Background: an optimization exercise with open tools, aiming at small area, a short achievable clock period and few clock cycles per item. Do not read the settings as production practice. The RTL of this run was laid out without a check of its function. The clock cells of this run come from the design's own scripts or RTL, not from TritonCTS. No driver is modelled on the clock port, so clock power and skew are understated where the tree is cut down; a real chip needs a root buffer or a tree. Power is estimated from default activity; no workload was simulated.

===== design/flow/constraint.sdc =====
create_clock -name core_clock -period 5.5 [get_ports {clk}]
set_input_delay 1.1000 -clock core_clock [delete_from_list [all_inputs] [get_ports {clk}]]
set_output_delay 1.1000 -clock core_clock [all_outputs]
set_load 0.01 [all_outputs]

===== design/flow/config.mk =====
export PLATFORM = sky130hd
export DESIGN_NAME = cordic_sin_cos
export DESIGN_NICKNAME = cordic_sin_cos
export VERILOG_FILES = /design/flow/design.v
export SDC_FILE = /design/flow/constraint.sdc
export NUM_CORES = 4
export LEC_CHECK = 0
export ABC_AREA = 1
export CAP_MARGIN = 20
export CORE_MARGIN = 2
export CORE_UTILIZATION = 30
export SETUP_SLACK_MARGIN = 1.5
export SLEW_MARGIN = 20
export SYNTH_MEMORY_MAX_BITS = 65536

===== design/flow/design.v =====
module cordic_sin_cos(
    input       wire        clk,
    input       wire        rst_n,
    input       wire        clk_vld,
    input       wire        soft_rst,
    input       wire        trig,
    output      reg         vld,
    input       wire  [9:0] a,
    output      reg  signed [12:0]  cosa3_latch,
    output      reg  signed [12:0]  sina3_latch
);
wire [8:0] a2 = a[8] ? (9'd256 - {1'b0, a[7:0]}) : {1'b0, a[7:0]};
reg  [7:0] lo;
reg        hi, negc, negs;
always @(posedge clk or negedge rst_n)
begin
    if (!rst_n) begin
        lo <= 8'd0; hi <= 1'b0; negc <= 1'b0; negs <= 1'b0;
        vld <= 1'b0;
    end else if (soft_rst) begin
        lo <= 8'd0; hi <= 1'b0; negc <= 1'b0; negs <= 1'b0;
        vld <= 1'b0;
    end else if (clk_vld) begin
        vld <= trig;
        if (trig) begin
            lo   <= a2[7:0];
            hi   <= a2[8];
            negc <= a[9] ^ a[8];
            negs <= a[9];
        end
    end
end
wire [11:0] c2, s2;
reg  [18:0] crom, srom;
always @(*) begin
    case (lo)
        8'd0: begin crom = 19'h800; srom = 19'h0; end
        8'd1: begin crom = 19'h800; srom = 19'h7f00d; end
        8'd2: begin crom = 19'h800; srom = 19'h7f019; end
        8'd3: begin crom = 19'h800; srom = 19'h7f026; end
        8'd4: begin crom = 19'h7f7ff; srom = 19'h7f032; end
        8'd5: begin crom = 19'h7f7ff; srom = 19'h7f03f; end
        8'd6: begin crom = 19'h7f7ff; srom = 19'h7f04c; end
        8'd7: begin crom = 19'h7f7fe; srom = 19'h7f058; end
        8'd8: begin crom = 19'h7f7fe; srom = 19'h7f065; end
        8'd9: begin crom = 19'h7f7fd; srom = 19'h7f071; end
        8'd10: begin crom = 19'h7f7fc; srom = 19'h7f07d; end
        8'd11: begin crom = 19'h7f7fb; srom = 19'h7f08b; end
        8'd12: begin crom = 19'h7f7fb; srom = 19'h7f097; end
        8'd13: begin crom = 19'h7f7f9; srom = 19'h7f0a3; end
        8'd14: begin crom = 19'h7f7f8; srom = 19'h7f0b0; end
        8'd15: begin crom = 19'h7f7f7; srom = 19'h7f0bd; end
        8'd16: begin crom = 19'h7f7f6; srom = 19'h7f0c9; end
        8'd17: begin crom = 19'h7f7f5; srom = 19'h7f0d5; end
        8'd18: begin crom = 19'h7f7f3; srom = 19'h7f0e2; end
        8'd19: begin crom = 19'h7f7f2; srom = 19'h7f0ee; end
        8'd20: begin crom = 19'h7f7f1; srom = 19'h7f0fb; end
        8'd21: begin crom = 19'h7f7ef; srom = 19'h7f108; end
        8'd22: begin crom = 19'h7f7ed; srom = 19'h7f114; end
        8'd23: begin crom = 19'h7f7ec; srom = 19'h7e120; end
        8'd24: begin crom = 19'h7f7ea; srom = 19'h7f12c; end
        8'd25: begin crom = 19'h7f7e8; srom = 19'h7f139; end
        8'd26: begin crom = 19'h7f7e6; srom = 19'h7f145; end
        8'd27: begin crom = 19'h7f7e4; srom = 19'h7f152; end
        8'd28: begin crom = 19'h7f7e2; srom = 19'h7f15e; end
        8'd29: begin crom = 19'h7e7e0; srom = 19'h7f16b; end
        8'd30: begin crom = 19'h7f7de; srom = 19'h7f177; end
        8'd31: begin crom = 19'h7f7db; srom = 19'h7f183; end
        8'd32: begin crom = 19'h7f7d9; srom = 19'h7f190; end
        8'd33: begin crom = 19'h7f7d6; srom = 19'h7f19c; end
        8'd34: begin crom = 19'h7f7d4; srom = 19'h7f1a8; end
        8'd35: begin crom = 19'h7f7d1; srom = 19'h7f1b5; end
        8'd36: begin crom = 19'h7f7ce; srom = 19'h7f1c1; end
        8'd37: begin crom = 19'h7f7cb; srom = 19'h7f1cd; end
        8'd38: begin crom = 19'h7f7c8; srom = 19'h7f1d9; end
        8'd39: begin crom = 19'h7f7c6; srom = 19'h7f1e6; end
        8'd40: begin crom = 19'h7f7c3; srom = 19'h7f1f1; end
        8'd41: begin crom = 19'h7c7c0; srom = 19'h7f1fe; end
        8'd42: begin crom = 19'h7f7bc; srom = 19'h7f20a; end
        8'd43: begin crom = 19'h7f7b9; srom = 19'h7f216; end
        8'd44: begin crom = 19'h7f7b6; srom = 19'h7f222; end
        8'd45: begin crom = 19'h7f7b2; srom = 19'h7f22e; end
        8'd46: begin crom = 19'h7f7af; srom = 19'h7f23b; end
        8'd47: begin crom = 19'h7f7ab; srom = 19'h7f246; end
        8'd48: begin crom = 19'h7f7a8; srom = 19'h7f253; end
        8'd49: begin crom = 19'h7f7a4; srom = 19'h7f25f; end
        8'd50: begin crom = 19'h7e7a0; srom = 19'h7f26b; end
        8'd51: begin crom = 19'h7f79d; srom = 19'h7f276; end
        8'd52: begin crom = 19'h7f799; srom = 19'h7f282; end
        8'd53: begin crom = 19'h7f795; srom = 19'h7f28e; end
        8'd54: begin crom = 19'h7f790; srom = 19'h7f29b; end
        8'd55: begin crom = 19'h7f78c; srom = 19'h7f2a6; end
        8'd56: begin crom = 19'h7f788; srom = 19'h7f2b2; end
        8'd57: begin crom = 19'h7f784; srom = 19'h7f2be; end
        8'd58: begin crom = 19'h78780; srom = 19'h7f2ca; end
        8'd59: begin crom = 19'h7f77b; srom = 19'h7f2d5; end
        8'd60: begin crom = 19'h7f776; srom = 19'h7f2e2; end
        8'd61: begin crom = 19'h7f772; srom = 19'h7f2ed; end
        8'd62: begin crom = 19'h7f76d; srom = 19'h7f2f8; end
        8'd63: begin crom = 19'h7f769; srom = 19'h7f304; end
        8'd64: begin crom = 19'h7f764; srom = 19'h7f310; end
        8'd65: begin crom = 19'h7f75f; srom = 19'h7f31b; end
        8'd66: begin crom = 19'h7f75a; srom = 19'h7f327; end
        8'd67: begin crom = 19'h7f756; srom = 19'h7f332; end
        8'd68: begin crom = 19'h7f750; srom = 19'h7f33e; end
        8'd69: begin crom = 19'h7f74b; srom = 19'h7f349; end
        8'd70: begin crom = 19'h7f746; srom = 19'h7f355; end
        8'd71: begin crom = 19'h7f741; srom = 19'h7e360; end
        8'd72: begin crom = 19'h7f73c; srom = 19'h7f36b; end
        8'd73: begin crom = 19'h7f736; srom = 19'h7f377; end
        8'd74: begin crom = 19'h7f730; srom = 19'h7f383; end
        8'd75: begin crom = 19'h7f72b; srom = 19'h7f38e; end
        8'd76: begin crom = 19'h7f725; srom = 19'h7f399; end
        8'd77: begin crom = 19'h7f71f; srom = 19'h7f3a4; end
        8'd78: begin crom = 19'h7f71a; srom = 19'h7f3b0; end
        8'd79: begin crom = 19'h7f714; srom = 19'h7f3ba; end
        8'd80: begin crom = 19'h7f70e; srom = 19'h7f3c6; end
        8'd81: begin crom = 19'h7f708; srom = 19'h7f3d1; end
        8'd82: begin crom = 19'h7f702; srom = 19'h7f3db; end
        8'd83: begin crom = 19'h7f6fc; srom = 19'h7f3e7; end
        8'd84: begin crom = 19'h7f6f6; srom = 19'h7f3f1; end
        8'd85: begin crom = 19'h7f6f0; srom = 19'h7f3fd; end
        8'd86: begin crom = 19'h7f6e9; srom = 19'h7f407; end
        8'd87: begin crom = 19'h7f6e3; srom = 19'h7f412; end
        8'd88: begin crom = 19'h7f6dd; srom = 19'h7f41d; end
        8'd89: begin crom = 19'h7f6d6; srom = 19'h7f428; end
        8'd90: begin crom = 19'h7f6cf; srom = 19'h7f432; end
        8'd91: begin crom = 19'h7f6c9; srom = 19'h7f43d; end
        8'd92: begin crom = 19'h7f6c2; srom = 19'h7f448; end
        8'd93: begin crom = 19'h7f6bb; srom = 19'h7f452; end
        8'd94: begin crom = 19'h7f6b4; srom = 19'h7f45d; end
        8'd95: begin crom = 19'h7f6ad; srom = 19'h7f468; end
        8'd96: begin crom = 19'h7f6a7; srom = 19'h7f472; end
        8'd97: begin crom = 19'h7e6a0; srom = 19'h7f47c; end
        8'd98: begin crom = 19'h7f698; srom = 19'h7f487; end
        8'd99: begin crom = 19'h7f691; srom = 19'h7f491; end
        8'd100: begin crom = 19'h7f68a; srom = 19'h7f49b; end
        8'd101: begin crom = 19'h7f683; srom = 19'h7f4a6; end
        8'd102: begin crom = 19'h7f67c; srom = 19'h7f4b0; end
        8'd103: begin crom = 19'h7f674; srom = 19'h7f4ba; end
        8'd104: begin crom = 19'h7f66d; srom = 19'h7f4c4; end
        8'd105: begin crom = 19'h7f665; srom = 19'h7f4ce; end
        8'd106: begin crom = 19'h7f65e; srom = 19'h7f4d8; end
        8'd107: begin crom = 19'h7f656; srom = 19'h7f4e2; end
        8'd108: begin crom = 19'h7f64f; srom = 19'h7f4ec; end
        8'd109: begin crom = 19'h7f647; srom = 19'h7f4f6; end
        8'd110: begin crom = 19'h7f63f; srom = 19'h70500; end
        8'd111: begin crom = 19'h7f637; srom = 19'h7f50a; end
        8'd112: begin crom = 19'h7f62f; srom = 19'h7f513; end
        8'd113: begin crom = 19'h7f627; srom = 19'h7f51d; end
        8'd114: begin crom = 19'h7f61f; srom = 19'h7f527; end
        8'd115: begin crom = 19'h7f617; srom = 19'h7f530; end
        8'd116: begin crom = 19'h7f60f; srom = 19'h7f53a; end
        8'd117: begin crom = 19'h7f607; srom = 19'h7f543; end
        8'd118: begin crom = 19'h7f5fe; srom = 19'h7f54d; end
        8'd119: begin crom = 19'h7f5f6; srom = 19'h7f556; end
        8'd120: begin crom = 19'h7f5ee; srom = 19'h7f55f; end
        8'd121: begin crom = 19'h7f5e5; srom = 19'h7f569; end
        8'd122: begin crom = 19'h7f5dc; srom = 19'h7f572; end
        8'd123: begin crom = 19'h7f5d4; srom = 19'h7f57b; end
        8'd124: begin crom = 19'h7f5cb; srom = 19'h7f584; end
        8'd125: begin crom = 19'h7f5c3; srom = 19'h7f58d; end
        8'd126: begin crom = 19'h7f5b9; srom = 19'h7f597; end
        8'd127: begin crom = 19'h7f5b1; srom = 19'h7f59f; end
        8'd128: begin crom = 19'h7f5a8; srom = 19'h7f5a8; end
        8'd129: begin crom = 19'h7f59f; srom = 19'h7f5b1; end
        8'd130: begin crom = 19'h7f596; srom = 19'h7f5ba; end
        8'd131: begin crom = 19'h7f58d; srom = 19'h7f5c3; end
        8'd132: begin crom = 19'h7f584; srom = 19'h7f5cb; end
        8'd133: begin crom = 19'h7f57b; srom = 19'h7f5d4; end
        8'd134: begin crom = 19'h7f572; srom = 19'h7f5dd; end
        8'd135: begin crom = 19'h7f569; srom = 19'h7f5e5; end
        8'd136: begin crom = 19'h7f55f; srom = 19'h7f5ee; end
        8'd137: begin crom = 19'h7f556; srom = 19'h7f5f6; end
        8'd138: begin crom = 19'h7f54c; srom = 19'h7f5ff; end
        8'd139: begin crom = 19'h7f543; srom = 19'h7f607; end
        8'd140: begin crom = 19'h7f53a; srom = 19'h7f60f; end
        8'd141: begin crom = 19'h7f530; srom = 19'h7f617; end
        8'd142: begin crom = 19'h7f527; srom = 19'h7f61f; end
        8'd143: begin crom = 19'h7f51d; srom = 19'h7f627; end
        8'd144: begin crom = 19'h7f513; srom = 19'h7f62f; end
        8'd145: begin crom = 19'h7f509; srom = 19'h7f637; end
        8'd146: begin crom = 19'h70500; srom = 19'h7f63f; end
        8'd147: begin crom = 19'h7f4f5; srom = 19'h7f647; end
        8'd148: begin crom = 19'h7f4ec; srom = 19'h7f64f; end
        8'd149: begin crom = 19'h7f4e2; srom = 19'h7f656; end
        8'd150: begin crom = 19'h7f4d8; srom = 19'h7f65e; end
        8'd151: begin crom = 19'h7f4ce; srom = 19'h7f666; end
        8'd152: begin crom = 19'h7f4c4; srom = 19'h7f66d; end
        8'd153: begin crom = 19'h7f4ba; srom = 19'h7f674; end
        8'd154: begin crom = 19'h7f4b0; srom = 19'h7f67c; end
        8'd155: begin crom = 19'h7f4a5; srom = 19'h7f683; end
        8'd156: begin crom = 19'h7f49b; srom = 19'h7f68a; end
        8'd157: begin crom = 19'h7f491; srom = 19'h7f692; end
        8'd158: begin crom = 19'h7f486; srom = 19'h7f699; end
        8'd159: begin crom = 19'h7f47c; srom = 19'h7e6a0; end
        8'd160: begin crom = 19'h7f472; srom = 19'h7f6a7; end
        8'd161: begin crom = 19'h7f467; srom = 19'h7f6ae; end
        8'd162: begin crom = 19'h7f45c; srom = 19'h7f6b5; end
        8'd163: begin crom = 19'h7f452; srom = 19'h7f6bb; end
        8'd164: begin crom = 19'h7f448; srom = 19'h7f6c2; end
        8'd165: begin crom = 19'h7f43d; srom = 19'h7f6c9; end
        8'd166: begin crom = 19'h7f432; srom = 19'h7f6cf; end
        8'd167: begin crom = 19'h7f427; srom = 19'h7f6d6; end
        8'd168: begin crom = 19'h7f41c; srom = 19'h7f6dd; end
        8'd169: begin crom = 19'h7f412; srom = 19'h7f6e3; end
        8'd170: begin crom = 19'h7f407; srom = 19'h7f6e9; end
        8'd171: begin crom = 19'h7f3fc; srom = 19'h7f6f0; end
        8'd172: begin crom = 19'h7f3f1; srom = 19'h7f6f6; end
        8'd173: begin crom = 19'h7f3e7; srom = 19'h7f6fc; end
        8'd174: begin crom = 19'h7f3db; srom = 19'h7f702; end
        8'd175: begin crom = 19'h7f3d1; srom = 19'h7f708; end
        8'd176: begin crom = 19'h7f3c5; srom = 19'h7f70e; end
        8'd177: begin crom = 19'h7f3ba; srom = 19'h7f714; end
        8'd178: begin crom = 19'h7f3af; srom = 19'h7f71a; end
        8'd179: begin crom = 19'h7f3a4; srom = 19'h7e720; end
        8'd180: begin crom = 19'h7f399; srom = 19'h7f725; end
        8'd181: begin crom = 19'h7f38e; srom = 19'h7f72b; end
        8'd182: begin crom = 19'h7f382; srom = 19'h7f731; end
        8'd183: begin crom = 19'h7f377; srom = 19'h7f736; end
        8'd184: begin crom = 19'h7f36b; srom = 19'h7f73c; end
        8'd185: begin crom = 19'h7e360; srom = 19'h7f741; end
        8'd186: begin crom = 19'h7f355; srom = 19'h7f746; end
        8'd187: begin crom = 19'h7f349; srom = 19'h7f74b; end
        8'd188: begin crom = 19'h7f33e; srom = 19'h7f750; end
        8'd189: begin crom = 19'h7f332; srom = 19'h7f756; end
        8'd190: begin crom = 19'h7f327; srom = 19'h7f75a; end
        8'd191: begin crom = 19'h7f31b; srom = 19'h7f75f; end
        8'd192: begin crom = 19'h7f30f; srom = 19'h7f764; end
        8'd193: begin crom = 19'h7f304; srom = 19'h7f769; end
        8'd194: begin crom = 19'h7f2f8; srom = 19'h7f76d; end
        8'd195: begin crom = 19'h7f2ed; srom = 19'h7f772; end
        8'd196: begin crom = 19'h7f2e1; srom = 19'h7f777; end
        8'd197: begin crom = 19'h7f2d5; srom = 19'h7f77b; end
        8'd198: begin crom = 19'h7f2ca; srom = 19'h78780; end
        8'd199: begin crom = 19'h7f2bd; srom = 19'h7f784; end
        8'd200: begin crom = 19'h7f2b2; srom = 19'h7f788; end
        8'd201: begin crom = 19'h7f2a6; srom = 19'h7f78c; end
        8'd202: begin crom = 19'h7f29a; srom = 19'h7f791; end
        8'd203: begin crom = 19'h7f28e; srom = 19'h7f795; end
        8'd204: begin crom = 19'h7f282; srom = 19'h7f799; end
        8'd205: begin crom = 19'h7f276; srom = 19'h7f79d; end
        8'd206: begin crom = 19'h7f26a; srom = 19'h7e7a0; end
        8'd207: begin crom = 19'h7f25e; srom = 19'h7f7a4; end
        8'd208: begin crom = 19'h7f252; srom = 19'h7f7a8; end
        8'd209: begin crom = 19'h7f246; srom = 19'h7f7ab; end
        8'd210: begin crom = 19'h7f23a; srom = 19'h7f7af; end
        8'd211: begin crom = 19'h7f22e; srom = 19'h7f7b2; end
        8'd212: begin crom = 19'h7f222; srom = 19'h7f7b6; end
        8'd213: begin crom = 19'h7f216; srom = 19'h7f7b9; end
        8'd214: begin crom = 19'h7f20a; srom = 19'h7f7bc; end
        8'd215: begin crom = 19'h7f1fe; srom = 19'h7c7c0; end
        8'd216: begin crom = 19'h7f1f1; srom = 19'h7f7c3; end
        8'd217: begin crom = 19'h7f1e5; srom = 19'h7f7c6; end
        8'd218: begin crom = 19'h7f1d9; srom = 19'h7f7c8; end
        8'd219: begin crom = 19'h7f1cd; srom = 19'h7f7cb; end
        8'd220: begin crom = 19'h7f1c1; srom = 19'h7f7ce; end
        8'd221: begin crom = 19'h7f1b4; srom = 19'h7f7d1; end
        8'd222: begin crom = 19'h7f1a8; srom = 19'h7f7d4; end
        8'd223: begin crom = 19'h7f19c; srom = 19'h7f7d6; end
        8'd224: begin crom = 19'h7f18f; srom = 19'h7f7d9; end
        8'd225: begin crom = 19'h7f183; srom = 19'h7f7db; end
        8'd226: begin crom = 19'h7f177; srom = 19'h7f7de; end
        8'd227: begin crom = 19'h7f16b; srom = 19'h7e7e0; end
        8'd228: begin crom = 19'h7f15e; srom = 19'h7f7e2; end
        8'd229: begin crom = 19'h7f152; srom = 19'h7f7e4; end
        8'd230: begin crom = 19'h7f145; srom = 19'h7f7e6; end
        8'd231: begin crom = 19'h7f139; srom = 19'h7f7e8; end
        8'd232: begin crom = 19'h7f12c; srom = 19'h7f7ea; end
        8'd233: begin crom = 19'h7e120; srom = 19'h7f7ec; end
        8'd234: begin crom = 19'h7f114; srom = 19'h7f7ed; end
        8'd235: begin crom = 19'h7f107; srom = 19'h7f7ef; end
        8'd236: begin crom = 19'h7f0fb; srom = 19'h7f7f1; end
        8'd237: begin crom = 19'h7f0ee; srom = 19'h7f7f2; end
        8'd238: begin crom = 19'h7f0e1; srom = 19'h7f7f4; end
        8'd239: begin crom = 19'h7f0d5; srom = 19'h7f7f5; end
        8'd240: begin crom = 19'h7f0c9; srom = 19'h7f7f6; end
        8'd241: begin crom = 19'h7f0bc; srom = 19'h7f7f7; end
        8'd242: begin crom = 19'h7f0af; srom = 19'h7f7f8; end
        8'd243: begin crom = 19'h7f0a3; srom = 19'h7f7f9; end
        8'd244: begin crom = 19'h7f097; srom = 19'h7f7fb; end
        8'd245: begin crom = 19'h7f08a; srom = 19'h7f7fb; end
        8'd246: begin crom = 19'h7f07d; srom = 19'h7f7fc; end
        8'd247: begin crom = 19'h7f071; srom = 19'h7f7fd; end
        8'd248: begin crom = 19'h7f064; srom = 19'h7f7fe; end
        8'd249: begin crom = 19'h7f058; srom = 19'h7f7fe; end
        8'd250: begin crom = 19'h7f04c; srom = 19'h7f7ff; end
        8'd251: begin crom = 19'h7f03f; srom = 19'h7f7ff; end
        8'd252: begin crom = 19'h7f032; srom = 19'h7f7ff; end
        8'd253: begin crom = 19'h7f026; srom = 19'h800; end
        8'd254: begin crom = 19'h7f019; srom = 19'h800; end
        8'd255: begin crom = 19'h7f00d; srom = 19'h800; end
        default: begin crom = 19'h0; srom = 19'h0; end
    endcase
end
assign c2 = crom[11:0];
assign s2 = srom[11:0];
wire [12:1] cnz_t, snz_t;
assign cnz_t[1] = |c2[0:0];
assign snz_t[1] = |s2[0:0];
assign cnz_t[2] = |c2[1:0];
assign snz_t[2] = |s2[1:0];
assign cnz_t[3] = |c2[2:0];
assign snz_t[3] = |s2[2:0];
assign cnz_t[4] = |c2[3:0];
assign snz_t[4] = |s2[3:0];
assign cnz_t[5] = crom[12];
assign snz_t[5] = srom[12];
assign cnz_t[6] = crom[13];
assign snz_t[6] = srom[13];
assign cnz_t[7] = crom[14];
assign snz_t[7] = srom[14];
assign cnz_t[8] = crom[15];
assign snz_t[8] = srom[15];
assign cnz_t[9] = crom[16];
assign snz_t[9] = srom[16];
assign cnz_t[10] = crom[17];
assign snz_t[10] = srom[17];
assign cnz_t[11] = crom[18];
assign snz_t[11] = srom[18];
assign cnz_t[12] = ~hi;
assign snz_t[12] = hi | (|lo);
wire [11:0] cm = {c2[11] & ~hi, c2[10:0]};
wire [11:0] sm = {s2[11] | hi, s2[10:0]};
wire [12:0] cx = {1'b0, cm};
wire [12:0] sx = {1'b0, sm};
always @(*) begin
    cosa3_latch = cx ^ ({13{negc}} & {cnz_t, 1'b0});
    sina3_latch = sx ^ ({13{negs}} & {snz_t, 1'b0});
end
endmodule

===== design/flow/flow/run.sh =====
#!/bin/bash
# The standard layout (standard.sh) run with a copy of the ORFS scripts
# and these changes:
# - synthesis does not extract half/full adders into adder cells
#   (ADDER_MAP_FILE empty); ABC maps all the logic;
# - the port buffers are sky130_fd_sc_hd__buf_2 cells;
# - clock distribution: instead of an H-tree (two levels of clkbuf_16 for
#   12 registers), flow/clock_buffer.tcl inserts one clkbuf_8 at the
#   centroid of the registers, driving all their clock pins.
# make's output goes to make.log here; ORFS writes each step's log under
# orfs/logs/.
set -euo pipefail
W=$(pwd)
S="$W/scripts_own"
rm -rf "$S"
cp -r "$FLOW_HOME/scripts" "$S"
cp "$W/flow/clock_buffer.tcl" "$S/clock_buffer.tcl"
sed -i 's%^log_cmd clock_tree_synthesis {\*}$cts_args%source $::env(SCRIPTS_DIR)/clock_buffer.tcl%' "$S/cts.tcl"
grep -q "clock_buffer.tcl" "$S/cts.tcl"
EXTRA="SCRIPTS_DIR=$S ADDER_MAP_FILE= BUFFER_PORTS_ARGS='-buffer_cell sky130_fd_sc_hd__buf_2' CLOCK_BUFFER_CELL=sky130_fd_sc_hd__clkbuf_8 CLOCK_PORT=clk"
sed "s#CLKGATE_MAP_FILE= #CLKGATE_MAP_FILE= $EXTRA #" standard.sh > standard_own.sh
grep -q "SCRIPTS_DIR=$S" standard_own.sh
bash standard_own.sh > "$W/make.log" 2>&1

===== design/flow/flow/clock_buffer.tcl =====
# Clock distribution for a design with few registers: one clock buffer,
# placed at the centroid of the registers, drives every clock pin.
set block [ord::get_db_block]
set sx 0
set sy 0
set n 0
foreach inst [$block getInsts] {
  if { [[$inst getMaster] isSequential] } {
    set loc [$inst getLocation]
    set sx [expr { $sx + [lindex $loc 0] }]
    set sy [expr { $sy + [lindex $loc 1] }]
    incr n
  }
}
set dbu [$block getDbUnitsPerMicron]
set cx [expr { $sx / $n / double($dbu) }]
set cy [expr { $sy / $n / double($dbu) }]
puts "clock buffer at ($cx, $cy), driving $n registers"
log_cmd insert_buffer -buffer_cell $::env(CLOCK_BUFFER_CELL) -net $::env(CLOCK_PORT) \
  -location [list $cx $cy] -buffer_name clkbuf_root -net_name clknet_root
set_propagated_clock [all_clocks]

===== design/flow/standard.sh =====
#!/bin/bash
# synth_recipe.tcl (not shown) runs the flow's synth.tcl, then flattens the netlist and writes it again
# the make line also repeats each setting of config.mk as NAME=value (left out here)
make -C /OpenROAD-flow-scripts/flow DESIGN_CONFIG=/design/flow/config.mk WORK_HOME=/design/flow/orfs CLKGATE_MAP_FILE= SYNTH_SCRIPT=/design/flow/synth_recipe.tcl "${@:-finish}"

==> results.py <==
metrics = {
    "outcome": {
        "outcome": "timing/DRC/antenna clean",
    },
    "sta": {
        "setup_violations": 0,
        "fin_skew_ns": 0,
        "rsz0062_at_grt": "false",
        "slew_headroom_pct": 48.4,
        "finalCriticalPeriod_ns": 3.93,
        "hold_slack_ns": 0.549,
        "fmax_ghz": 0.254,
        "worst_pin_slew_ns": 0.773,
        "fin_setup_tns_ns": 0,
        "layout_setup_ws_ns": 1.57,
        "final_max_slew_viol_count": 0,
        "finalHoldViolCount": 0,
        "layout_worst_path_cycle_share_pct": 71.5,
    },
    "clock_tree": {
        "insertion_delay_ns": 0.15,
        "clkTransAtPathRegs_ns": 0.09,
        "cts_hold_buffers": 0,
    },
    "power": {
        "powerDensity_nw_per_um2": 157,
        "p_leak_nw": 2.83,
        "power.total_uw": 863,
        "ir_worst_vdd_mv": 0.135,
    },
    "synth": {
        "netlist.area_leader.share_pct": 27.4,
        "netlist_area_um2": 4900,
        "ys_ff_latch": 12,
        "netlist.top_cell.by_area": "nand2_1",
        "synth_top_family_by_area": "simple AND/OR/NAND/NOR gates",
        "synth_flop_cell": "dfrtp_1",
        "seq_area_frac_synth_pct": 6.13,
        "ys_async_sr_fraction_pct": 100,
        "netlist_instances": 993,
        "synth-compound-area-share_pct": 21.2,
        "syn-num-nets": 1008,
        "synthMuxAreaShare_pct": 0,
        "avgSynthCellArea_um2": 4.93,
        "synth_fa_ha_area_share_pct": 0,
        "netlist_top_cells_area": "nand2_1 (27%), nand3_1 (15%), nor2_1 (6.6%)",
        "synth_xor_area_share_pct": 2.50,
        "ys.warnings.count": 1,
        "synthSimpleGateAreaFrac_pct": 57.6,
        "synth_edf_count": 0,
        "ys_types": 44,
    },
    "critical_path": {
        "crit_path_max_fanout": 23,
        "crit_chain": "buf_4 -> nand2_1 -> inv_2 -> nand2_1 -> o21ai_1 -> nor2_1 -> nand3_1 -> nand3_1 -> nand3_1 -> nand2_1 -> nand2_1 -> xor2_1 -> buf_2",
        "critical_path_class": "reg2out",
        "crit_path_max_incr_delay_ns": 0.42,
        "cpMaxStageDelayCell": "inv_2",
        "cp.arrival_ns": 2.83,
        "critPathLaunch": "lo[5]$_DFFE_PN0P_",
        "crit_path_end": "cosa3_latch[2]",
        "cp_data_required_time_ns": 4.40,
        "worst_setup_path_start_kind": "register",
        "critPathCaptureType": "output pin",
        "path_common_cell": "nand2_1",
        "reg2reg_depth": 3,
        "r2r-end": "lo[4]$_DFFE_PN0P_",
        "rrSetupSlack_ns": 4.07,
        "r2r-start": "lo[4]$_DFFE_PN0P_",
    },
    "place": {
        "hpwl_mm": 24.0,
        "place_area_um2": 5310,
        "pre_cts_ws_ns": 1.40,
        "io_buffers": 41,
        "placed_cells": 1225,
        "finalWeightedCongestion": 1.13,
    },
    "flow_run": {
        "max_cap_viol_count": 0,
    },
    "floorplan": {
        "die_h_um": 132,
        "die_area_um2": 17400,
        "core-area_um2": 15900,
        "ios": 42,
        "rows": 46,
        "die_width_um": 132,
        "start_util_pct": 30.7,
    },
    "global_route": {
        "first_global_vias": 7392,
        "track_usage_pct": 36.0,
        "grt_max_degree": 56,
        "grt_pass1_wl_mm": 47.8,
        "gr-total-overflow": 0,
        "antenna_found_initial": 2,
    },
    "detailed_routing": {
        "route.detailed.drc": 0,
        "vias_per_cell": 6.33,
        "vias": 7788,
        "dr.pass1.iters": 7,
        "routed_wl_mm": 32.3,
        "post_drt_wl_per_cell_um": 26.3,
        "drt-initial-drc-count": 1505,
        "final_antenna_net_count": 0,
    },
    "layout": {
        "fill_cells": 1920,
        "nets": 1032,
        "drive_above_1_share_pct": 13.4,
        "multi_input_area_um2": 4040,
        "fin_util_pct": 34.4,
        "final_cells": 1231,
        "final_area_um2": 5490,
        "area.growth.synth_to_final_pct": 12.0,
        "seqCellArea_um2": 312,
        "n_antenna_cell": 0,
    },
    "hold_path": {
        "hp-class": "reg2reg",
    },
}
## per-layer routing
layer | vias to the layer above | share of wire (%) | GRT usage, %
li1 | 3355 | - | -
met1 | 3503 | 36 | 45.6
met2 | 718 | 41 | 53.3
met3 | 212 | 14 | 7.69
met4 | 0 | 9.9 | 27.1
met5 | - | 0 | 0
## kinds of logic after synthesis
group                  Yosys count
AO/OA/AOI/OAI                  180
buffers and inverters          138
XOR/XNOR                        14
flip-flops                      12
AND/OR/NAND/NOR                649
## cell usage in the layout (no fill, tap or decap), types with 10 or more instances in the layout
| cell | n |
|---|---|
| buf_4 | 24 |
| o21ai_0 | 60 |
| a31oi_1 | 10 |
| nand3_1 | 145 |
| nor2_2 | 14 |
| o211ai_1 | 14 |
| inv_1 | 78 |
| nor2_1 | 83 |
| nand2_1 | 351 |
| nand2_2 | 16 |
| a21oi_1 | 57 |
| buf_2 | 41 |
## where the power goes
group | switching (mW) | internal [mW] | leakage (nW)
Combinational | 0.501 | 0.209 | 2.67
Clock | 0.0262 | 0.0168 | 0.00719
Sequential | 0.0159 | 0.0932 | 0.155
Total | 0.543 | 0.319 | 2.83
## repair_timing
action / CTS / global route
gates resized for setup: 7 / 27
setup endpoints to repair: 11 / 13
cloned: 0 / 1
setup buffers: 0 / 4
## critical path: cells and delay by family, from the launching register on
family / cells / cell delay (ns)
buffers and inverters: 3 / 0.90
and+or+nand+nor: 8 / 1.11
xor gates and xnor gates: 1 / 0.13
AOI/OAI and AO/OA: 1 / 0.14
DFF: 1 / 0.38
## cell usage after synthesis (2+ instances only)
cell type / number
xnor2_1: 8
a21oi_1: 58
nand2_1: 358
nand2_4: 5
inv_2: 6
nand3_1: 149
nand2_2: 9
a311oi_1: 2
nor3_1: 5
xor2_1: 6
and3_1: 3
o311ai_0: 2
o21ai_0: 62
nand3b_1: 2
buf_4: 8
nor2_1: 86
o21ai_1: 6
dfrtp_1: 12
buf_2: 21
nand3_2: 6
o22ai_1: 6
clkbuf_1: 12
o31ai_1: 4
a31oi_1: 10
a22oi_1: 2
o2111ai_1: 6
buf_6: 5
nor2_2: 12
nand4_1: 9
buf_1: 4
and2_1: 2
inv_1: 80
o211ai_1: 14
nor2_4: 3
## final cells by class, without the clock buffers
class	count	share of cell area [%]
Tap cell	216	4.93
Inverter	88	6.27
Multi-Input combinational cell	843	73.7
Timing Repair Buffer	71	9.15
Sequential cell	12	5.68
## flip-flops by register name (all words and copies together) (netlist names)
register  count
hi            1
vld           1
lo            8
negc          1
negs          1
## worst min-delay path by stage
stage	slack, ns	to	from	cells past startpoint
2_1_floorplan	0.56	vld$_DFFE_PN0P_	vld$_DFFE_PN0P_	2
3_3_place_gp	0.54	vld$_DFFE_PN0P_	vld$_DFFE_PN0P_	2
3_5_place_dp	0.55	vld$_DFFE_PN0P_	vld$_DFFE_PN0P_	2
4_1_cts	0.56	vld$_DFFE_PN0P_	vld$_DFFE_PN0P_	2
5_1_grt	0.59	vld$_DFFE_PN0P_	vld$_DFFE_PN0P_	2
6_report	0.55	vld$_DFFE_PN0P_	vld$_DFFE_PN0P_	2

[port drivers added, routing unchanged]
In the flow no input, the clock included, has a driving cell. The finished layout below was timed again as built, in two steps.
Step 1 assumes that a clkbuf_16 drives the clock port and a buf_2 every other input.
Step 2 also shifts input and output timing later by t, the mid clock arrival at the registers, as if the neighbouring blocks saw the same clock.
Three values: ideal ports, drivers, drivers and shift; two values: the first two.
shift t [ns]: 0.175
slack for setup (ns): 1.568 / 1.541 / 1.716
worst slew at a driven data input, ns: 0.03
After both steps setup and hold are still met in this run. The setup slack of this run moves by -0.027 ns with the drivers and by +0.148 ns with both steps.
